This is an optimization exercise on Yosys and OpenROAD, whose aim is small area, a short achievable clock period and few clock cycles, not a production implementation. The RTL was checked by simulation tests, not by an equivalence proof against the original design.

==> job 2921 <==
==> flow/design.v <==
`timescale 1ns / 1ps
module alu (
    input  [31:0] a,
    input  [31:0] b,
    input         sub,
    input  [2:0]  f3,
    output [31:0] sum,
    output        lt,
    output        ltu,
    output        eq,
    output reg [31:0] result
);
    wire [32:0] s = {1'b0, a} + {1'b0, b ^ {32{sub}}} + {32'b0, sub};
    assign sum = s[31:0];
    assign ltu = ~s[32];
    assign lt  = (a[31] ^ b[31]) ? a[31] : s[31];
    assign eq  = (a == b);
    function [31:0] rev(input [31:0] x);
        integer k;
        for (k = 0; k < 32; k = k + 1) rev[k] = x[31-k];
    endfunction
    wire        left = (f3 == 3'b001);
    wire [31:0] shin = left ? rev(a) : a;
    wire [31:0] shr  = shin >> b[4:0];
    always @(*) begin
        case (f3)
            3'b000: result = sum;
            3'b001: result = rev(shr);
            3'b010: result = {31'b0, lt};
            3'b011: result = {31'b0, ltu};
            3'b100: result = a ^ b;
            3'b101: result = shr;
            3'b110: result = a | b;
            default: result = a & b;
        endcase
    end
endmodule
`timescale 1ns / 1ps
module registerFile (
    input clk,
    input rst,
    input writeEnable,
    input [4:0] writeReg,
    input [31:0] writeData,
    input clearEnable,
    input [4:0] clearReg,
    input xValid,
    input [4:0] xReg,
    input [31:0] xData,
    input [4:0] readReg1,
    input [4:0] readReg2,
    output [31:0] readData1,
    output [31:0] readData2
);
    reg [31:1] valid;
    wire [32*32-1:0] q;
    assign q[31:0] = 32'b0;
    genvar g;
    generate
        for (g = 1; g < 32; g = g + 1) begin : rf
            reg [31:0] r;
            always @(posedge clk)
                if (writeEnable && writeReg == g)
                    r <= writeData;
            assign q[32*g +: 32] = r;
            always @(posedge clk)
                if (rst)
                    valid[g] <= 1'b0;
                else if (clearEnable && clearReg == g)
                    valid[g] <= 1'b0;
                else if (writeEnable && writeReg == g)
                    valid[g] <= 1'b1;
        end
    endgenerate
    integer i;
    reg [31:0] r1, r2;
    always @(*) begin
        r1 = {32{xValid && xReg == readReg1}} & xData;
        r2 = {32{xValid && xReg == readReg2}} & xData;
        for (i = 1; i < 32; i = i + 1) begin
            r1 = r1 | ({32{readReg1 == i && valid[i]}} & q[32*i +: 32]);
            r2 = r2 | ({32{readReg2 == i && valid[i]}} & q[32*i +: 32]);
        end
    end
    assign readData1 = r1;
    assign readData2 = r2;
endmodule
`timescale 1ns / 1ps
module processorWrapper(
    input wire clk,
    input wire rst,
    output wire [31:0] imem_addr,
    input  wire [31:0] imem_rdata,
    output wire [31:0] dmem_addr,
    output wire        dmem_we,
    output wire [3:0]  dmem_be,
    output wire [31:0] dmem_wdata,
    input  wire [31:0] dmem_rdata,
    output wire        halted
);
    localparam [19:0] IHI = 20'h01000;
    reg [9:0]  fpc;
    reg [9:0]  dpc;
    reg        d_valid;
    reg        halt_r;
    reg        e_valid;
    reg [31:0] ea, eb, ec;
    reg        e_sub;
    reg [2:0]  e_f3;
    reg        e_wr;
    reg [4:0]  e_rd;
    reg        e_link, e_jalr, e_br, e_pred, e_ld, e_st, e_sys;
    reg [31:0] m_addr, m_wdata;
    reg [3:0]  m_be;
    reg        m_we, m_ld, m_wr;
    reg [2:0]  m_f3;
    reg [4:0]  m_rd;
    reg        w_ld, w_wr;
    reg [1:0]  w_off;
    reg [2:0]  w_f3;
    reg [4:0]  w_rd;
    assign imem_addr  = {IHI, fpc, 2'b00};
    assign dmem_addr  = m_addr;
    assign dmem_we    = m_we;
    assign dmem_be    = m_be;
    assign dmem_wdata = m_wdata;
    assign halted     = halt_r;
    wire [31:0] ins = imem_rdata;
    wire [4:0]  opc = ins[6:2];
    wire [2:0]  f3  = ins[14:12];
    wire [4:0]  rd  = ins[11:7];
    wire [4:0]  rs1 = ins[19:15];
    wire [4:0]  rs2 = ins[24:20];
    wire d_lui   = (opc == 5'b01101);
    wire d_auipc = (opc == 5'b00101);
    wire d_jal   = (opc == 5'b11011);
    wire d_jalr  = (opc == 5'b11001);
    wire d_br    = (opc == 5'b11000);
    wire d_ld    = (opc == 5'b00000);
    wire d_st    = (opc == 5'b01000);
    wire d_opi   = (opc == 5'b00100);
    wire d_op    = (opc == 5'b01100);
    wire d_sys   = (opc == 5'b11100);
    wire [31:0] imm_i = {{20{ins[31]}}, ins[31:20]};
    wire [31:0] imm_s = {{20{ins[31]}}, ins[31:25], ins[11:7]};
    wire [31:0] imm_u = {ins[31:12], 12'b0};
    wire [31:0] imm_b = {{20{ins[31]}}, ins[7], ins[30:25], ins[11:8], 1'b0};
    wire [31:0] imm_j = {{12{ins[31]}}, ins[19:12], ins[20], ins[30:21], 1'b0};
    wire [9:0]  jtarget = dpc + imm_j[11:2];
    wire [9:0]  btarget = dpc + imm_b[11:2];
    wire [9:0]  dtarget = d_jal ? jtarget : btarget;
    wire [31:0] dpc_full = {IHI, dpc, 2'b00};
    wire [31:0] link     = {IHI + {19'b0, &dpc}, fpc, 2'b00};    
    wire        same_rs = (rs1 == rs2);
    wire        d_pred  = ins[31] |
                          (f3 == 3'b000 &  same_rs) |           
                          (f3 == 3'b001 & ~same_rs) |           
                          (f3[2] & f3[0] & same_rs);            
    wire        d_redirect = d_valid & (d_jal | (d_br & d_pred));
    wire [31:0] rf1, rf2;
    wire        wen;
    wire [4:0]  wrd;
    wire [31:0] wdata;
    reg         buf_v;
    reg  [4:0]  buf_rd;
    reg  [31:0] buf_d;
    wire        w_take;
    registerFile rf(
        .clk(clk), .rst(rst),
        .writeEnable(wen), .writeReg(wrd), .writeData(wdata),
        .clearEnable(w_take), .clearReg(w_rd),
        .xValid(buf_v), .xReg(buf_rd), .xData(buf_d),
        .readReg1(rs1), .readReg2(rs2),
        .readData1(rf1), .readData2(rf2)
    );
    wire byp1 = wen && wrd == rs1;
    wire byp2 = wen && wrd == rs2;
    wire a_rs = ~(d_auipc | d_lui);
    wire b_rs = d_op | d_br;
    wire [31:0] d_a0 = d_auipc ? dpc_full : d_lui ? 32'b0 : rf1;
    wire [31:0] d_b0 = b_rs ? rf2 :
                       d_st ? imm_s :
                       (d_lui | d_auipc) ? imm_u : imm_i;
    wire [31:0] d_c0 = d_st ? rf2 : (d_br & ~d_pred) ? {20'b0, btarget, 2'b00} : link;
    wire [31:0] d_a = (byp1 & a_rs) ? wdata : d_a0;
    wire [31:0] d_b = (byp2 & b_rs) ? wdata : d_b0;
    wire [31:0] d_c = (byp2 & d_st) ? wdata : d_c0;
    wire d_sub = d_br | ((d_op | d_opi) & (f3 == 3'b010 || f3 == 3'b011)) |
                 (d_op & f3 == 3'b000 & ins[30]);
    wire d_uses1 = ~(d_lui | d_auipc | d_jal);
    wire d_uses2 = d_op | d_br | d_st;
    wire d_wr  = (d_lui | d_auipc | d_jal | d_jalr | d_op | d_opi | d_ld) & (rd != 5'd0);
    wire [31:0] sum, alu_res;
    wire lt, ltu, eq;
    alu al(
        .a(ea), .b(eb), .sub(e_sub), .f3(e_f3),
        .sum(sum), .lt(lt), .ltu(ltu), .eq(eq), .result(alu_res)
    );
    wire taken      = (e_f3[2] ? (e_f3[1] ? ltu : lt) : eq) ^ e_f3[0];
    wire e_redirect = e_valid & (e_jalr | (e_br & (taken ^ e_pred)));
    wire [9:0]  e_rpc = e_jalr ? sum[11:2] : ec[11:2];
    wire e_ldstall  = e_valid & e_ld & ((m_ld & m_wr) | (w_ld & w_wr & d_valid & d_wr));
    wire e_halt     = e_valid & e_sys;
    wire dep_e      = e_valid & e_ld & e_wr &
                      ((d_uses1 & rs1 == e_rd) | (d_uses2 & rs2 == e_rd) | (d_wr & rd == e_rd));
    wire dep_m      = m_ld & m_wr & ((d_uses1 & rs1 == m_rd) | (d_uses2 & rs2 == m_rd));
    wire dep_w      = w_ld & w_wr & ((d_uses1 & rs1 == w_rd) | (d_uses2 & rs2 == w_rd));
    wire ld_dep     = d_valid & (dep_e | dep_m | dep_w);
    wire [31:0] e_result = e_link ? ec : alu_res;
    wire [31:0] lsh = dmem_rdata >> {w_off, 3'b000};
    reg  [31:0] ld_data;
    always @(*) begin
        case (w_f3)
            3'b000:  ld_data = {{24{lsh[7]}}, lsh[7:0]};
            3'b001:  ld_data = {{16{lsh[15]}}, lsh[15:0]};
            3'b100:  ld_data = {24'b0, lsh[7:0]};
            3'b101:  ld_data = {16'b0, lsh[15:0]};
            default: ld_data = lsh;
        endcase
    end
    wire   e_we  = e_valid & e_wr & ~e_ld;
    wire   drain = buf_v & ~e_we;
    assign w_take = w_ld & w_wr & ~(e_we & e_rd == w_rd);
    assign wen   = e_we | drain;
    assign wrd   = e_we ? e_rd : buf_rd;
    assign wdata = e_we ? e_result : buf_d;
    always @(posedge clk) begin
        if (rst)
            buf_v <= 1'b0;
        else
            buf_v <= w_take | (buf_v & ~drain & ~(e_we & e_rd == buf_rd));
        if (w_take) begin
            buf_rd <= w_rd;
            buf_d  <= ld_data;
        end
    end
    always @(posedge clk) begin
        dpc <= fpc;
        if (rst) begin
            fpc     <= 10'd0;
            d_valid <= 1'b0;
            e_valid <= 1'b0;
            halt_r  <= 1'b0;
        end else if (halt_r | e_halt) begin
            halt_r  <= 1'b1;
            d_valid <= 1'b0;
            e_valid <= 1'b0;
        end else if (e_redirect) begin
            fpc     <= e_rpc;
            d_valid <= 1'b0;
            e_valid <= 1'b0;
        end else if (ld_dep) begin
            fpc     <= dpc;
            d_valid <= 1'b0;
            e_valid <= 1'b0;
        end else if (d_redirect) begin
            fpc     <= dtarget;
            d_valid <= 1'b0;
            e_valid <= d_valid;
        end else if (e_ldstall) begin
            d_valid <= 1'b0;
            e_valid <= d_valid;
        end else begin
            fpc     <= fpc + 10'd1;
            d_valid <= 1'b1;
            e_valid <= d_valid;
        end
    end
    always @(posedge clk) begin
        ea      <= d_a;
        eb      <= d_b;
        ec      <= d_c;
        e_sub   <= d_sub;
        e_f3    <= (d_lui | d_auipc) ? 3'b000 : f3;
        e_wr    <= d_wr;
        e_rd    <= rd;
        e_link  <= d_jal | d_jalr;
        e_jalr  <= d_jalr;
        e_br    <= d_br;
        e_pred  <= d_pred;
        e_ld    <= d_ld;
        e_st    <= d_st;
        e_sys   <= d_sys;
    end
    always @(posedge clk) begin
        m_addr  <= sum;
        m_be    <= (e_f3[1:0] == 2'b00) ? (4'b0001 << sum[1:0]) :
                   (e_f3[1:0] == 2'b01) ? (sum[1] ? 4'b1100 : 4'b0011) : 4'b1111;
        m_wdata <= (e_f3[1:0] == 2'b00) ? {4{ec[7:0]}} :
                   (e_f3[1:0] == 2'b01) ? {2{ec[15:0]}} : ec;
        m_f3    <= e_f3;
        m_rd    <= e_rd;
        m_wr    <= e_wr;
        w_off   <= m_addr[1:0];
        w_f3    <= m_f3;
        w_rd    <= m_rd;
        w_wr    <= m_wr;
        if (rst) begin
            m_we <= 1'b0;
            m_ld <= 1'b0;
            w_ld <= 1'b0;
        end else begin
            m_we <= e_valid & e_st;
            m_ld <= e_valid & e_ld;
            w_ld <= m_ld;
        end
    end
endmodule
==> flow/flow/run.sh <==
#!/bin/bash
set -euo pipefail
MARGIN=$(cat flow/margin.txt)
bash standard.sh synth > log_synth.txt 2>&1
bash standard.sh SETUP_SLACK_MARGIN=$MARGIN floorplan > log_floorplan.txt 2>&1
bash standard.sh SETUP_SLACK_MARGIN=$MARGIN place > log_place.txt 2>&1
bash standard.sh SETUP_SLACK_MARGIN=$MARGIN cts > log_cts.txt 2>&1
bash standard.sh SETUP_SLACK_MARGIN=$MARGIN route > log_route.txt 2>&1
bash standard.sh SETUP_SLACK_MARGIN=$MARGIN finish > log_finish.txt 2>&1
test -f out/final.def
==> flow/flow/margin.txt <==
9.0
==> flow/standard.sh <==
#!/bin/bash
# synth_recipe.tcl (not shown) runs the flow's synth.tcl, then flattens the netlist and writes it again
# the make line also repeats each setting of config.mk as NAME=value (left out here)
make -C /OpenROAD-flow-scripts/flow DESIGN_CONFIG=/design/flow/config.mk WORK_HOME=/design/flow/orfs CLKGATE_MAP_FILE= SYNTH_SCRIPT=/design/flow/synth_recipe.tcl "${@:-finish}"
==> flow/config.mk <==
export PLATFORM = sky130hd
export DESIGN_NAME = processorWrapper
export DESIGN_NICKNAME = processorWrapper
export VERILOG_FILES = /design/flow/design.v
export SDC_FILE = /design/flow/constraint.sdc
export NUM_CORES = 4
export LEC_CHECK = 0
export CAP_MARGIN = 20
export CORE_MARGIN = 2
export CORE_UTILIZATION = 40
export PLACE_DENSITY = 0.6
export SETUP_SLACK_MARGIN = 1.0
export SLEW_MARGIN = 20
==> flow/constraint.sdc <==
create_clock -name core_clock -period 14.0 [get_ports {clk}]
set_input_delay 2.8000 -clock core_clock [delete_from_list [all_inputs] [get_ports {clk}]]
set_output_delay 2.8000 -clock core_clock [all_outputs]
set_load 0.01 [all_outputs]
==> job 1103 (differences from job 2921) <==
--- a/flow/design.v
+++ b/flow/design.v
@@ -104,2 +104,6 @@
     reg        d_valid;
+    reg        btb_v;
+    reg  [9:0] btb_pc, btb_tgt;
+    reg        d_bhit;
+    wire       f_hit = btb_v & (fpc == btb_pc);
     reg        halt_r;
@@ -107,3 +111,3 @@
     reg [31:0] ea, eb, ec;
-    reg        e_sub;
+    reg        e_sub, e_add;
     reg [2:0]  e_f3;
@@ -112,2 +116,3 @@
     reg        e_link, e_jalr, e_br, e_pred, e_ld, e_st, e_sys;
+    reg        e_auipc, e_jdone;
     reg [31:0] m_addr, m_wdata;
@@ -150,7 +155,9 @@
     wire [9:0]  btarget = dpc + imm_b[11:2];
-    wire [9:0]  dtarget = d_jal ? jtarget : btarget;
+    wire [9:0]  rtarget = ea[11:2] + imm_i[11:2];
+    wire [9:0]  dtarget = d_jal ? jtarget : d_jalr ? rtarget : btarget;
     wire [31:0] dpc_full = {IHI, dpc, 2'b00};
-    wire [31:0] link     = {IHI + {19'b0, &dpc}, fpc, 2'b00};    
+    wire [9:0]  dpc1     = dpc + 10'd1;
+    wire [31:0] link     = {IHI + {19'b0, &dpc}, dpc1, 2'b00};   
     wire        same_rs = (rs1 == rs2);
-    wire        d_pred  = ins[31] |
+    wire        d_spred = ins[31] |
                           (f3 == 3'b000 &  same_rs) |           
@@ -158,3 +165,2 @@
                           (f3[2] & f3[0] & same_rs);            
-    wire        d_redirect = d_valid & (d_jal | (d_br & d_pred));
     wire [31:0] rf1, rf2;
@@ -177,2 +183,12 @@
     wire byp2 = wen && wrd == rs2;
+    wire        lt, ltu, eq;
+    wire        e_zero  = e_sub ? eq : ((ea ^ eb) == {(ea[30:0] | eb[30:0]), 1'b0});
+    wire        d_early = d_br & (rs2 == 5'd0) & ~f3[2] & ~f3[1] &
+                          e_valid & e_wr & e_add & (e_rd == rs1);
+    wire        d_pred  = d_early ? (e_zero ^ f3[0]) : d_spred;
+    wire        d_jfuse = d_jalr & e_valid & e_auipc & e_wr & (e_rd == rs1);
+    wire        d_redirect_t = d_valid & ~d_bhit & (d_jal | d_jfuse | (d_br & d_pred));
+    wire        d_redirect_n = d_valid & d_bhit & d_br & ~d_pred;    
+    wire        d_redirect = d_redirect_t | d_redirect_n;
+    wire [9:0]  d_rpc = d_bhit ? dpc1 : dtarget;
     wire a_rs = ~(d_auipc | d_lui);
@@ -193,3 +209,2 @@
     wire [31:0] sum, alu_res;
-    wire lt, ltu, eq;
     alu al(
@@ -199,3 +214,3 @@
     wire taken      = (e_f3[2] ? (e_f3[1] ? ltu : lt) : eq) ^ e_f3[0];
-    wire e_redirect = e_valid & (e_jalr | (e_br & (taken ^ e_pred)));
+    wire e_redirect = e_valid & ((e_jalr & ~e_jdone) | (e_br & (taken ^ e_pred)));
     wire [9:0]  e_rpc = e_jalr ? sum[11:2] : ec[11:2];
@@ -238,5 +253,18 @@
         dpc <= fpc;
+        d_bhit <= f_hit & ~rst;
+        if (rst)
+            btb_v <= 1'b0;
+        else if (d_valid & ~d_bhit & (d_jal | (d_br & d_spred))) begin
+            btb_v   <= 1'b1;
+            btb_pc  <= dpc;
+            btb_tgt <= dtarget;
+        end
         if (rst) begin
-            fpc     <= 10'd0;
-            d_valid <= 1'b0;
+            if (fpc == 10'd0) begin
+                fpc     <= 10'd1;
+                d_valid <= 1'b1;
+            end else begin
+                fpc     <= 10'd0;
+                d_valid <= 1'b0;
+            end
             e_valid <= 1'b0;
@@ -256,3 +284,3 @@
         end else if (d_redirect) begin
-            fpc     <= dtarget;
+            fpc     <= d_rpc;
             d_valid <= 1'b0;
@@ -263,3 +291,3 @@
         end else begin
-            fpc     <= fpc + 10'd1;
+            fpc     <= f_hit ? btb_tgt : fpc + 10'd1;
             d_valid <= 1'b1;
@@ -273,2 +301,3 @@
         e_sub   <= d_sub;
+        e_add   <= ((d_op | d_opi) & f3 == 3'b000) | d_lui | d_auipc;
         e_f3    <= (d_lui | d_auipc) ? 3'b000 : f3;
@@ -278,2 +307,4 @@
         e_jalr  <= d_jalr;
+        e_auipc <= d_auipc;
+        e_jdone <= d_jfuse;
         e_br    <= d_br;
--- a/flow/flow/run.sh
+++ b/flow/flow/run.sh
@@ -3,2 +3,3 @@
 MARGIN=$(cat flow/margin.txt)
+export CTS_ARGS="-sink_clustering_enable -repair_clock_nets -dont_use_dummy_load -buf_list {sky130_fd_sc_hd__clkbuf_8 sky130_fd_sc_hd__clkbuf_16} -sink_clustering_size 20 -sink_clustering_max_diameter 60"
 bash standard.sh synth > log_synth.txt 2>&1
==> job 7583 (differences from job 2921) <==
--- a/flow/design.v
+++ b/flow/design.v
@@ -104,2 +104,6 @@
     reg        d_valid;
+    reg        btb_v;
+    reg  [9:0] btb_pc, btb_tgt;
+    reg        d_bhit;
+    wire       f_hit = btb_v & (fpc == btb_pc);
     reg        halt_r;
@@ -152,3 +156,4 @@
     wire [31:0] dpc_full = {IHI, dpc, 2'b00};
-    wire [31:0] link     = {IHI + {19'b0, &dpc}, fpc, 2'b00};    
+    wire [9:0]  dpc1     = dpc + 10'd1;
+    wire [31:0] link     = {IHI + {19'b0, &dpc}, dpc1, 2'b00};   
     wire        same_rs = (rs1 == rs2);
@@ -158,3 +163,3 @@
                           (f3[2] & f3[0] & same_rs);            
-    wire        d_redirect = d_valid & (d_jal | (d_br & d_pred));
+    wire        d_redirect = d_valid & ~d_bhit & (d_jal | (d_br & d_pred));
     wire [31:0] rf1, rf2;
@@ -238,5 +243,18 @@
         dpc <= fpc;
+        d_bhit <= f_hit & ~rst;
+        if (rst)
+            btb_v <= 1'b0;
+        else if (d_redirect) begin
+            btb_v   <= 1'b1;
+            btb_pc  <= dpc;
+            btb_tgt <= dtarget;
+        end
         if (rst) begin
-            fpc     <= 10'd0;
-            d_valid <= 1'b0;
+            if (fpc == 10'd0) begin
+                fpc     <= 10'd1;
+                d_valid <= 1'b1;
+            end else begin
+                fpc     <= 10'd0;
+                d_valid <= 1'b0;
+            end
             e_valid <= 1'b0;
@@ -263,3 +281,3 @@
         end else begin
-            fpc     <= fpc + 10'd1;
+            fpc     <= f_hit ? btb_tgt : fpc + 10'd1;
             d_valid <= 1'b1;
==> job 6885 (differences from job 2921) <==
--- a/flow/design.v
+++ b/flow/design.v
@@ -104,2 +104,6 @@
     reg        d_valid;
+    reg        btb_v;
+    reg  [9:0] btb_pc, btb_tgt;
+    reg        d_bhit;
+    wire       f_hit = btb_v & (fpc == btb_pc);
     reg        halt_r;
@@ -107,3 +111,3 @@
     reg [31:0] ea, eb, ec;
-    reg        e_sub;
+    reg        e_sub, e_add;
     reg [2:0]  e_f3;
@@ -112,2 +116,3 @@
     reg        e_link, e_jalr, e_br, e_pred, e_ld, e_st, e_sys;
+    reg        e_auipc, e_jdone;
     reg [31:0] m_addr, m_wdata;
@@ -150,7 +155,9 @@
     wire [9:0]  btarget = dpc + imm_b[11:2];
-    wire [9:0]  dtarget = d_jal ? jtarget : btarget;
+    wire [9:0]  rtarget = ea[11:2] + imm_i[11:2];
+    wire [9:0]  dtarget = d_jal ? jtarget : d_jalr ? rtarget : btarget;
     wire [31:0] dpc_full = {IHI, dpc, 2'b00};
-    wire [31:0] link     = {IHI + {19'b0, &dpc}, fpc, 2'b00};    
+    wire [9:0]  dpc1     = dpc + 10'd1;
+    wire [31:0] link     = {IHI + {19'b0, &dpc}, dpc1, 2'b00};   
     wire        same_rs = (rs1 == rs2);
-    wire        d_pred  = ins[31] |
+    wire        d_spred = ins[31] |
                           (f3 == 3'b000 &  same_rs) |           
@@ -158,3 +165,2 @@
                           (f3[2] & f3[0] & same_rs);            
-    wire        d_redirect = d_valid & (d_jal | (d_br & d_pred));
     wire [31:0] rf1, rf2;
@@ -177,2 +183,12 @@
     wire byp2 = wen && wrd == rs2;
+    wire        lt, ltu, eq;
+    wire        e_zero  = e_sub ? eq : ((ea ^ eb) == {(ea[30:0] | eb[30:0]), 1'b0});
+    wire        d_early = d_br & (rs2 == 5'd0) & ~f3[2] & ~f3[1] &
+                          e_valid & e_wr & e_add & (e_rd == rs1);
+    wire        d_pred  = d_early ? (e_zero ^ f3[0]) : d_spred;
+    wire        d_jfuse = d_jalr & e_valid & e_auipc & e_wr & (e_rd == rs1);
+    wire        d_redirect_t = d_valid & ~d_bhit & (d_jal | d_jfuse | (d_br & d_pred));
+    wire        d_redirect_n = d_valid & d_bhit & d_br & ~d_pred;    
+    wire        d_redirect = d_redirect_t | d_redirect_n;
+    wire [9:0]  d_rpc = d_bhit ? dpc1 : dtarget;
     wire a_rs = ~(d_auipc | d_lui);
@@ -193,3 +209,2 @@
     wire [31:0] sum, alu_res;
-    wire lt, ltu, eq;
     alu al(
@@ -199,3 +214,3 @@
     wire taken      = (e_f3[2] ? (e_f3[1] ? ltu : lt) : eq) ^ e_f3[0];
-    wire e_redirect = e_valid & (e_jalr | (e_br & (taken ^ e_pred)));
+    wire e_redirect = e_valid & ((e_jalr & ~e_jdone) | (e_br & (taken ^ e_pred)));
     wire [9:0]  e_rpc = e_jalr ? sum[11:2] : ec[11:2];
@@ -238,5 +253,18 @@
         dpc <= fpc;
+        d_bhit <= f_hit & ~rst;
+        if (rst)
+            btb_v <= 1'b0;
+        else if (d_valid & ~d_bhit & (d_jal | (d_br & d_spred))) begin
+            btb_v   <= 1'b1;
+            btb_pc  <= dpc;
+            btb_tgt <= dtarget;
+        end
         if (rst) begin
-            fpc     <= 10'd0;
-            d_valid <= 1'b0;
+            if (fpc == 10'd0) begin
+                fpc     <= 10'd1;
+                d_valid <= 1'b1;
+            end else begin
+                fpc     <= 10'd0;
+                d_valid <= 1'b0;
+            end
             e_valid <= 1'b0;
@@ -256,3 +284,3 @@
         end else if (d_redirect) begin
-            fpc     <= dtarget;
+            fpc     <= d_rpc;
             d_valid <= 1'b0;
@@ -263,3 +291,3 @@
         end else begin
-            fpc     <= fpc + 10'd1;
+            fpc     <= f_hit ? btb_tgt : fpc + 10'd1;
             d_valid <= 1'b1;
@@ -273,2 +301,3 @@
         e_sub   <= d_sub;
+        e_add   <= ((d_op | d_opi) & f3 == 3'b000) | d_lui | d_auipc;
         e_f3    <= (d_lui | d_auipc) ? 3'b000 : f3;
@@ -278,2 +307,4 @@
         e_jalr  <= d_jalr;
+        e_auipc <= d_auipc;
+        e_jdone <= d_jfuse;
         e_br    <= d_br;
--- a/flow/flow/run.sh
+++ b/flow/flow/run.sh
@@ -3,2 +3,3 @@
 MARGIN=$(cat flow/margin.txt)
+export CTS_ARGS="-sink_clustering_enable -repair_clock_nets -dont_use_dummy_load -buf_list {sky130_fd_sc_hd__clkbuf_8} -sink_clustering_size 16 -sink_clustering_max_diameter 50"
 bash standard.sh synth > log_synth.txt 2>&1
==> summary.txt <==
| quantity | job 1103 | job 6885 | job 7583 | job 2921 |
|---|---|---|---|---|
| Run status | finished clean | finished clean | finished clean | finished clean |
| Number of DRC violations after detailed-routing iteration 0 | 12700 | 12800 | 13500 | 12800 |
| Flip-flop and latch area | 36900 um2 | 36900 um2 | 36800 um2 | 36100 um2 |
| Vias in the first global route | 52400 | 52100 | 51600 | 50300 |
| Final Wtd Congestion | 1.02 | 1.02 | 0.995 | 1.02 |
| Flip-flop and latch share of the layout cell area | 0.494 | 0.506 | 0.489 | 0.490 |
| Capture point of the worst reg-to-reg path | ea[9] | rf.rf[1].r[21] | rf.rf[14].r[26] | rf.rf[17].r[13] |
| M2 GR Usage | 0.554 | 0.561 | 0.549 | 0.550 |
| Clock input transition at the sequential cells of the worst setup and hold paths | 0.08 ns | 0.10 ns | 0.06 ns | 0.06 ns |
| Mean number of vias per cell | 7.71 | 7.66 | 7.64 | 7.59 |
| Global-route wire length before repair | 440000 um | 439000 um | 434000 um | 422000 um |
| Dpl cells | 7066 | 7066 | 6899 | 6796 |
| Std cell rows | 145 | 145 | 144 | 143 |
| Area growth syn-to-layout | 18.3% | 15.6% | 21.1% | 21.3% |
| Fin Clk Skew | 0.103 ns | 0.120 ns | 0.0357 ns | 0.0620 ns |
| Met3 layer usage reported by global route | 0.187 | 0.178 | 0.212 | 0.187 |
| Cell at the slowest stage of the critical path | sky130_fd_sc_hd__nor3b_1 | sky130_fd_sc_hd__dfxtp_1 | sky130_fd_sc_hd__buf_4 | sky130_fd_sc_hd__a2111oi_4 |
| Final wirelength | 331000 um | 329000 um | 329000 um | 320000 um |
Testbench counts of job 2921, summed over its fixed seeds: cycles 76,572.
Testbench counts of job 1103, summed over its fixed seeds: cycles 71,284.
Testbench counts of job 7583, summed over its fixed seeds: cycles 73,780.
Testbench counts of job 6885, summed over its fixed seeds: cycles 71,284.

==> static timing again, ports no longer ideal <==
No port has a modelled driver above. Below, the same layouts with a new extraction and two added sets of constraints.
Step 1 sets driving cells, clkbuf_16 on the clock port and buf_2 on the other inputs (assumed; they add their load-dependent delay and slew).
Step 2 times the ports against the registers' clock, not the clock port: input delays grow and output delays shrink by t, the midpoint of the rising clock arrivals with the driver on.
a / b / c = ideal / step 1 / step 2; a / b = the first two.
| run | t (ns) | setup WS [ns] | worst data-port slew with drivers (ns) | pins driven straight from the clock port |
|---|---|---|---|---|
| job 2921 | 0.882 | 8.785 / 8.843 / 7.961 | 0.05 | 1 |
| job 1103 | 0.819 | 8.835 / 8.884 / 8.065 | 0.07 | 1 |
| job 7583 | 0.899 | 8.946 / 8.986 / 8.125 | 0.05 | 1 |
| job 6885 | 0.992 | 8.777 / 8.777 / 7.977 | 0.05 | 1 |
After both steps setup and hold are still met in every run listed. For job 2921, which loses most, drivers alone change the setup slack by +0.058 ns; drivers and shift together by -0.824 ns.
